This is an optimization exercise on Yosys and OpenROAD, whose aim is small area and a short achievable clock period, not a production implementation.
The RTL was checked by simulation tests, not by an equivalence proof against the original design.

## flow/design.v (module list and top-level ports; edited modules follow where they fit)
// module mult64_top: 23 lines
// module mult64: 7889 lines
// module fa: 4 lines
// module ha: 4 lines
// module pprow: 5 lines
// module benc: 4 lines
// module aoi22: 3 lines
// module aoi: 3 lines
// module oai: 3 lines
// module and2: 3 lines
// module nd2: 3 lines
// module nr2: 3 lines
// module inv1: 3 lines
// module xo2: 3 lines
// module xn2: 3 lines
module mult64_top(
    input               clock,
    input       [63:0]  a,
    input       [63:0]  b,
    input               is_signed,
    output reg  [127:0] result
);
  // ...
==> flow/run.sh <==
#!/bin/bash
# synth_recipe.tcl (not shown) runs the flow's synth.tcl, then flattens the netlist and writes it again
# the make line also repeats each setting of config.mk as NAME=value (left out here)
make -C /OpenROAD-flow-scripts/flow DESIGN_CONFIG=/design/flow/config.mk WORK_HOME=/design/flow/orfs CLKGATE_MAP_FILE= SYNTH_SCRIPT=/design/flow/synth_recipe.tcl finish
==> flow/config.mk <==
export PLATFORM = sky130hd
export DESIGN_NAME = mult64_top
export DESIGN_NICKNAME = mult64_top
export VERILOG_FILES = /design/flow/design.v
export SDC_FILE = /design/flow/constraint.sdc
export NUM_CORES = 4
export LEC_CHECK = 0
export CAP_MARGIN = 20
export CORE_MARGIN = 2
export CORE_UTILIZATION = 50
export PLACE_DENSITY = 0.6
export SETUP_SLACK_MARGIN = 5
export SLEW_MARGIN = 20
export SYNTH_HIERARCHICAL = 1
export SYNTH_MINIMUM_KEEP_SIZE = 0
==> flow/constraint.sdc <==
create_clock -name core_clock -period 15.0 [get_ports {clock}]
set_input_delay 3.0000 -clock core_clock [delete_from_list [all_inputs] [get_ports {clock}]]
set_output_delay 3.0000 -clock core_clock [all_outputs]
set_load 0.01 [all_outputs]
==> summary.txt, run 1 <==
Clock tree
  – H-tree Lvls: 2
  – CTS Hold Buffers Added: 0
  – CTS Buffer Depth: 3

Place
  – DP Area: 0.111 mm^2
  – Port bufs: 257

Layout
  – Antenna Cells: 4
  – Non-clk buf share: under 10%
  – Layout fillers: between 15000 and 20000
  – Register area: 0.00551 mm^2
  – Final #Nets: 11100

Timing
  – Final Slew Violations: 0
  – Worst-Margin Slew: about 1.1 ns

Yosys
  – Gate Count Post-Synth: just over 8000
  – Yosys reg bits: between 200 and 300
  – Top cells by area, synth: fa_1 (38%), a22oi_2 (26%), xnor2_1 (19%)
  – Synth async-reset ratio: 0%

Worst setup path
  – CP max stage cell: fa_1
  – Delay of the slowest cell on the worst path: between 0.6 and 0.7 ns
  – Crit path max fanout: 28
  – CP Depth: 27

Route
  – Residual DRC count: 0
  – Final wirelength: a little under 500000 um

Outcome
  – Result of the run: no timing/DRC/antenna violations

Global route
  – First-pass GRT wire length: around 690000 um
  – Met1 track demand over resource: a little under three fifths

Run
  – Max Cap Violations: 0
==> run 2, diff against run 1 <==
--- a/flow/config.mk
+++ b/flow/config.mk
@@ -7,8 +7,8 @@
 export LEC_CHECK = 0
 export CAP_MARGIN = 20
 export CORE_MARGIN = 2
-export CORE_UTILIZATION = 50
-export PLACE_DENSITY = 0.6
+export CORE_UTILIZATION = 60
+export PLACE_DENSITY = 0.7
 export SETUP_SLACK_MARGIN = 5
 export SLEW_MARGIN = 20
 export SYNTH_HIERARCHICAL = 1
==> run 2 against run 1 <==
Effect of this change:
- still clean
- synthesized area is the same
- hold slack lost 0.35 ns
- setup slack lost 0.056 ns
- clock skew shrank 0.00087 ns
- die area shrank 17%
- maximum frequency shrank 0.57%
- core utilization grew 11 points
- sequential share of layout area is essentially flat
- register-to-register slack lost 0.06 ns
- via count grew 0.89%
- global-route usage grew 6.9 points
- critical path type unchanged
- critical endpoint is now result[71]
==> summary.txt, run 2 <==
Run
  – Max Cap Violations: 0 (unchanged)

Timing
  – Crit share post-route: between 60% and 70%
  – RSZ-0062 raised after global routing: yes
  – Worst-Margin Slew: 1.38 ns (+0.244 ns)
  – Post-route minimum period: about 9.9 ns
  – Setup TNS: 0 ns
  – Final Slew Violations: 0 (unchanged)
  – Final hold violations: 0
  – Setup slack after layout: 5.12 ns
  – Fmax achieved: 101 MHz
  – Final setup violation count: 0
  – Worst slew margin: 7.13%
  – Worst Clk Skew: between 0.04 and 0.05 ns

Route
  – Metal-1 WL: 149000 um
  – Final wirelength: 459000 um (-5.7%)
  – Wire length on met2: 193000 um
  – Top Metal Used: met5
  – Via count: 84400
  – Drt pass-1 iters: 7
  – Vias per cell: 7.59
  – Residual DRC count: 0 (unchanged)
  – Starting DRC count in detailed routing: 10700
  – WL per Instance: 41.3 um
  – WL met3: around 66000 um
  – DRT antenna net count: 0

Floorplanning
  – Starting density of the core: 60.3%
  – IO Pins: 258
  – Die Wd: 416 um
  – CORE AREA: 0.169 mm^2
  – Die Area: 0.173 mm^2
  – Die Span Y: 416 um
  – Num rows: 151

Worst setup path
  – CP max stage cell: dfxtp_4
  – Crit Path Category: flop to flop
  – Crit path DAT: about 10 ns
  – Worst Path Buf+Inv: 6
  – Delay of the slowest cell on the worst path: 0.63 ns (-0.06 ns)
  – Crit path max fanout: 34 (+21%)
  – Top Family by Delay on Critical Path: adder cells
  – Most used cell, CP: fa_1
  – CP required: approximately 16 ns
  – Crit end category: flop
  – Startpoint type of the worst setup path: flop

Global route
  – GR Util All Layers: 53.1%
  – First-pass GRT wire length: 658000 um (-4.2%)
  – Vias in the first global route: between 90000 and 100k
  – Largest net degree at the start of global routing: 67
  – Initial antenna violation count: 14
  – Grt ovf: 0

Yosys
  – Register area share after synthesis: 5.04%
  – Synth area leader: fa_1
  – Yosys reg bits: 257 (unchanged)
  – Synth unique cells: 21
  – Area share of the largest cell type after synthesis: about two fifths
  – Post-synth EDFFs: 0
  – Synth warn: 7
  – Most numerous cell in the Yosys netlist: xnor2_1
  – Gate Count Post-Synth: 8308 (unchanged)
  – Top cells by area, synth: fa_1 (38%), a22oi_2 (26%), xnor2_1 (19%)
  – Ys flop type: dfxtp_1
  – Synth top cells by count: xnor2_1 (2164), a22oi_2 (2112), fa_1 (1952), xor2_1 (317), dfxtp_1 (257)
  – Synth async-reset ratio: 0% (unchanged)
  – Synth Area per Inst: 12.3 um^2
  – Post-Syn Area: roughly 0.1 mm^2

Clock tree
  – Clk sinks: 257
  – CTS Buffer Depth: 3 (unchanged)
  – H-tree Lvls: 2 (unchanged)
  – Clock latency (worst-skew pair): 0.70 ns
  – CTS clock-pin slew for the worst setup and hold paths: 0.08 ns
  – CTS tree: built
  – CTS Buf Count: 36
  – Clk root buf: clkbuf_16

Place
  – Port bufs: 257 (unchanged)
  – Placement Setup Slack: about 4.0 ns
  – Routability Congestion: 1.04
  – DPL Wire Length: between 300000 and 400000 um

Layout
  – Most frequent cells in the layout: xnor2_1 (2164), a22oi_2 (2112), fa_1 (1951), buf_4 (315), xor2_1 (281)
  – Area Overhead vs Synth: 10.4%
  – Top reg by flops: result
  – Largest register FFs: roughly 130
  – Largest regs: result: 128 flops, a_r: 64 flops, b_r: 64 flops
  – Final #Nets: 11100 (-0.27%)
  – Share of cells above drive strength 1: between 30 and 40%
  – Most common cell after layout, fill and taps aside: xnor2_1

Hold path
  – Worst hold-check path type: flop to flop

Outcome
  – Result of the run: no timing/DRC/antenna violations
==> run 2: path summary, 6_finish.rpt <==
path	cells after the start	endpoint	from	slack, ns
max	27	result[71]	b_r[25]	5.12
min	1	result[0]	b_r[1]	0.67
max reg2reg	27	result[71]	b_r[25]	5.12
min reg2reg	1	result[0]	b_r[1]	0.67
==> run 2: metal layers <==
metal | GRT usage (%) | vias to the layer above
met1 | 61.9 | 42900
met2 | 77.1 | 7903
met4 | 45.0 | 20
li1 | - | 30800
met5 | 0.945 | -
met3 | 20.0 | 2834
==> run 2: logic make-up (layout without fill, tap and decap cells) <==
| kind of cell | count (synthesis) | in the layout | synth area share, % |
|---|---|---|---|
| AOI/OAI and AO/OA | 2585 | 2586 | 29.3 |
| adders and majority gates | 2078 | 2078 | 39.8 |
| and+or+nand+nor | 611 | 611 | 2.91 |
| buffers and inverters | 295 | 856 | 1.60 |
| other | 1 | 40 | 0.00368 |
| DFF | 257 | 257 | 5.04 |
| xor gates and xnor gates | 2481 | 2481 | 21.3 |
==> run 2: modules after synthesis, one instance, submodules excluded, a selection <==
module | cells inside | flip-flops and latches | times used
mult64_top | 257 | 257 | 1
nd2 | 1 | 0 | 210
aoi | 1 | 0 | 231
benc | 4 | 0 | 32
nr2 | 1 | 0 | 147
ha | 1 | 0 | 94
aoi22 | 1 | 0 | 2112
inv1 | 1 | 0 | 57
mult64 | 336 | 0 | 1
==> run 2: repair_timing <==
action / in CTS / in global routing
hold buffers: 0 / 0
gates cloned: 1 / 0
resized for setup: 25 / 30
setup buffers: 16 / 45
pin swaps: 7 / 5
setup endpoints to repair: 60 / 55
==> run 2: layout make-up <==
type | count | area (um^2)
multi-input cells | 7792 | 96400
fillers | 13000 | 56400
repair buffers | 637 | 6050
flip-flops and latches | 257 | 5510
well taps | 2218 | 2780
clock buffers | 45 | 1020
inverters | 153 | 586
clock inverters | 21 | 342
diodes | 4 | 10.0
==> run 2: metrics by stage <==
step / util (%) / instances / hold slack, ns / area [um^2]
floorplan: - / 8343 / 0.993 / 103000
global placement: 65.3 / 11000 / 0.687 / 110000
detailed placement: 65.3 / 11000 / 0.649 / 110000
CTS: 66.3 / 11100 / 0.685 / 112000
global route: 66.6 / 11100 / 0.722 / 113000
finish: 66.6 / 11100 / 0.674 / 113000
==> run 3, diff against run 2 <==
--- a/flow/config.mk
+++ b/flow/config.mk
@@ -5,11 +5,11 @@
 export SDC_FILE = /design/flow/constraint.sdc
 export NUM_CORES = 4
 export LEC_CHECK = 0
-export CAP_MARGIN = 20
+export CAP_MARGIN = 10
 export CORE_MARGIN = 2
 export CORE_UTILIZATION = 60
 export PLACE_DENSITY = 0.7
 export SETUP_SLACK_MARGIN = 5
-export SLEW_MARGIN = 20
+export SLEW_MARGIN = 10
 export SYNTH_HIERARCHICAL = 1
 export SYNTH_MINIMUM_KEEP_SIZE = 0
==> run 3 against run 2 <==
Effect of this change:
- flip-flop and latch count stayed put
- sequential share of layout area hardly changed
- first-iteration DRC count is 0.34% lower
- routed wire length hardly changed
- maximum frequency is 0.22% higher
- via count is 0.14% lower
==> summary.txt, run 3 <==
Layout
  – Top reg by flops: result
  – Layout fillers: 13000 (+0.015%)
  – Final #Nets: 11100 (-0.0090%)
  – Share of cells above drive strength 1: 33.5% (about the same)
  – Register area: 0.00551 mm^2 (unchanged)
  – Area Overhead vs Synth: 10.4% (about the same)
  – Most frequent cells in the layout: xnor2_1 (2164), a22oi_2 (2112), fa_1 (1951), buf_4 (315), xor2_1 (281)
  – Most common cell after layout, fill and taps aside: xnor2_1
  – Area of the multi-input gates: 0.0964 mm^2 (unchanged)
  – Largest regs: result: 128 flops, a_r: 64 flops, b_r: 64 flops
  – Largest register FFs: 128 (unchanged)

Clock tree
  – CTS tree: built
  – CTS Hold Buffers Added: 0 (unchanged)
  – CTS Buffer Depth: 3 (unchanged)
  – Clock latency (worst-skew pair): 0.70 ns (about the same)
  – Clk sinks: 257 (unchanged)
  – Clk root buf: clkbuf_16
  – CTS Buf Count: 36 (unchanged)
  – H-tree Lvls: 2 (unchanged)
  – CTS clock-pin slew for the worst setup and hold paths: 0.08 ns (about the same)

Worst setup path
  – Crit Path Category: flop to flop
  – CP required: 15.53 ns (about the same)
  – Crit path max fanout: 34 (unchanged)
  – Startpoint type of the worst setup path: flop
  – Crit path DAT: 10.38 ns (-0.02 ns)
  – Crit end category: flop

Timing
  – Post-route minimum period: 9.86 ns (-0.0218 ns)
  – Final setup violation count: 0 (unchanged)
  – Crit share post-route: 65.7% (-0.15 points)
  – Worst-Margin Slew: 1.40 ns (+0.0196 ns)
  – RSZ-0062 raised after global routing: yes
  – Final Slew Violations: 0 (unchanged)
  – Final hold violations: 0 (unchanged)
  – Fmax achieved: 101 MHz (+0.22%)
  – Setup TNS: 0 ns (unchanged)
  – Worst slew margin: 5.82% (-1.3 points)
  – Worst Clk Skew: 0.0483 ns (-0.000997 ns)

Place
  – DPL Wire Length: 308000 um (unchanged)
  – Port bufs: 257 (unchanged)
  – Routability Congestion: 1.04 (unchanged)

Floorplanning
  – Die Area: 0.173 mm^2 (unchanged)
  – IO Pins: 258 (unchanged)
  – Starting density of the core: 60.3% (unchanged)
  – Num rows: 151 (unchanged)
  – Die Wd: 416 um (unchanged)
  – Die Span Y: 416 um (unchanged)
  – CORE AREA: 0.169 mm^2 (unchanged)

Yosys
  – Post-Syn Area: 0.102 mm^2 (unchanged)
  – Synth area leader: fa_1
  – Synth unique cells: 21 (unchanged)
  – Synth warn: 7 (unchanged)
  – Area share of the largest cell type after synthesis: 38.3% (unchanged)
  – Gate Count Post-Synth: 8308 (unchanged)
  – Most numerous cell in the Yosys netlist: xnor2_1
  – Top cells by area, synth: fa_1 (38%), a22oi_2 (26%), xnor2_1 (19%)
  – Synth top cells by count: xnor2_1 (2164), a22oi_2 (2112), fa_1 (1952), xor2_1 (317), dfxtp_1 (257)
  – Synth async-reset ratio: 0% (unchanged)
  – Synth Area per Inst: 12.3 um^2 (unchanged)
  – Yosys reg bits: 257 (unchanged)
  – Post-synth EDFFs: 0 (unchanged)
  – Ys flop type: dfxtp_1
  – Register area share after synthesis: 5.04% (unchanged)

Route
  – Final wirelength: 459000 um (about the same)
  – Starting DRC count in detailed routing: 10700 (-0.34%)
  – Vias per cell: 7.58 (-0.13%)
  – DRT antenna net count: 0 (unchanged)
  – Drt pass-1 iters: 6 (-1)
  – WL per Instance: 41.3 um (about the same)
  – Residual DRC count: 0 (unchanged)
  – Via count: 84300 (-0.14%)

Outcome
  – Result of the run: no timing/DRC/antenna violations

Global route
  – Largest net degree at the start of global routing: 67 (unchanged)
  – GR Util All Layers: 53.1% (unchanged)
  – Grt ovf: 0 (unchanged)
  – Vias in the first global route: 90600 (unchanged)
  – Initial antenna violation count: 14 (unchanged)
  – First-pass GRT wire length: 658000 um (unchanged)

Hold path
  – Worst hold-check path type: flop to flop

Run
  – Max Cap Violations: 0 (unchanged)
[run 3: changes by cell type in the layout (fill, tap and decap cells not counted), sizes merged]
cell and delta:
buf -1
[run 3: modules after synthesis, one instance, submodules excluded, a selection]
module,cells,area [um^2]
aoi22,1,12.5
oai,1,5.00
benc,4,31.3
and2,1,6.26
mult64,336,2350
nd2,1,3.75
aoi,1,8.76
inv1,1,3.75
mult64_top,257,5140
ha,1,12.5
xn2,1,8.76
fa,1,20.0
[run 3: metrics by stage]
step / instances / setup slack [ns] / area [um^2] / util (%) / hold WS [ns]
final: 11100 / 5.14 / 113000 / 66.6 / 0.674
after global routing: 11100 / 4.95 / 113000 / 66.6 / 0.722
after CTS: 11100 / 5.01 / 112000 / 66.3 / 0.685
after detailed placement: 11000 / 4.03 / 110000 / 65.3 / 0.649
after global placement: 11000 / 4.08 / 110000 / 65.3 / 0.687
after floorplan: 8343 / 4.99 / 103000 / - / 0.993
[run 3: critical path, cell delays in order, from the launching register on]
cell and delay [ns]:
dfxtp_4 0.63, buf_8 0.40, nand2b_1 0.16, o22ai_4 0.19, buf_8 0.36, buf_12 0.33, a22oi_2 0.10, xnor2_1 0.21
fa_1 0.49, fa_1 0.54, fa_1 0.60, fa_1 0.47, fa_1 0.47, fa_1 0.50, fa_1 0.52, ha_1 0.42
xor2_1 0.30, nand2_1 0.21, nor2_2 0.34, nand2_1 0.29, nor2_2 0.21, nand2_1 0.10, o21ai_4 0.13, buf_4 0.33
clkinvlp_4 0.13, buf_4 0.34, o21ai_1 0.27, xor2_1 0.46
[run 3: what timing repair did]
action / in CTS / in global routing
buffers inserted: 16 / 45
pin swaps: 7 / 5
setup endpoints to repair: 60 / 55
resized for setup: 25 / 30
gates cloned: 1 / 0
hold endpoints to repair: 0 / 0
[run 3: cells by family (layout without fill, tap and decap cells)]
family          Yosys count  count (layout)  share of synthesized area, %
other cells               1              40                       0.00368
buf+inv                 295             855                          1.60
fa+ha+maj              2078            2078                          39.8
xor+xnor               2481            2481                          21.3
compound gates         2585            2586                          29.3
simple gates            611             611                          2.91
flops                   257             257                          5.04
[run 3: final cells by class]
cell class | count | area share [%]
multi-input combinational | 7792 | 85.6
timing repair buffer | 636 | 5.35
sequential | 257 | 4.89
tap | 2218 | 2.46
clock buffer | 45 | 0.903
inverter | 153 | 0.520
clock inverter | 21 | 0.303
antenna | 4 | 0.00889
[run 3: final timing paths]
check	startpoint	endpoint	slack, ns	cells past startpoint
worst max-delay path	b_r[25]	result[71]	5.14	27
worst min register to register	b_r[1]	result[0]	0.67	1
worst max register to register	b_r[25]	result[71]	5.14	27
worst min-delay path	b_r[1]	result[0]	0.67	1
[run 3: metal layers]
| layer | vias to the layer above | track usage (%) | part of all wire [%] |
|---|---|---|---|
| li1 | 30800 | - | - |
| met5 | - | 0.945 | 0.068 |
| met2 | 7774 | 77.1 | 42 |
| met4 | 18 | 45.0 | 11 |
| met3 | 2805 | 20.0 | 14 |
| met1 | 42900 | 61.9 | 33 |

what the ideal ports hide:
The flow's constraints put no driver on any port. The routed layouts listed below were extracted and timed again, unchanged, in two steps.
Step 1 sets driving cells, clkbuf_16 on the clock port and buf_2 on the other inputs (assumed; they add their load-dependent delay and slew).
Step 2, shift: input delay + t, output delay - t, t = (earliest + latest rising clock arrival at the registers) / 2. This alone moves slack from input paths to output paths.
a / b / c = ideal ports / drivers / drivers and shift; a / b = the first two.
run	t (ns)	setup slack, ns	hold slack, ns	worst register clock-pin slew, ns	cell pins on the clock port's net
run 1	0.774	5.178 / 5.178 / 5.178	1.027 / 1.027 / 1.027	0.07 / 0.07	1
run 2	0.774	5.122 / 5.122 / 5.122	0.674 / 0.674 / 0.674	0.09 / 0.09	1
run 3	0.773	5.144 / 5.144 / 5.144	0.674 / 0.674 / 0.674	0.09 / 0.09	1
After both steps setup and hold are still met in every run listed.
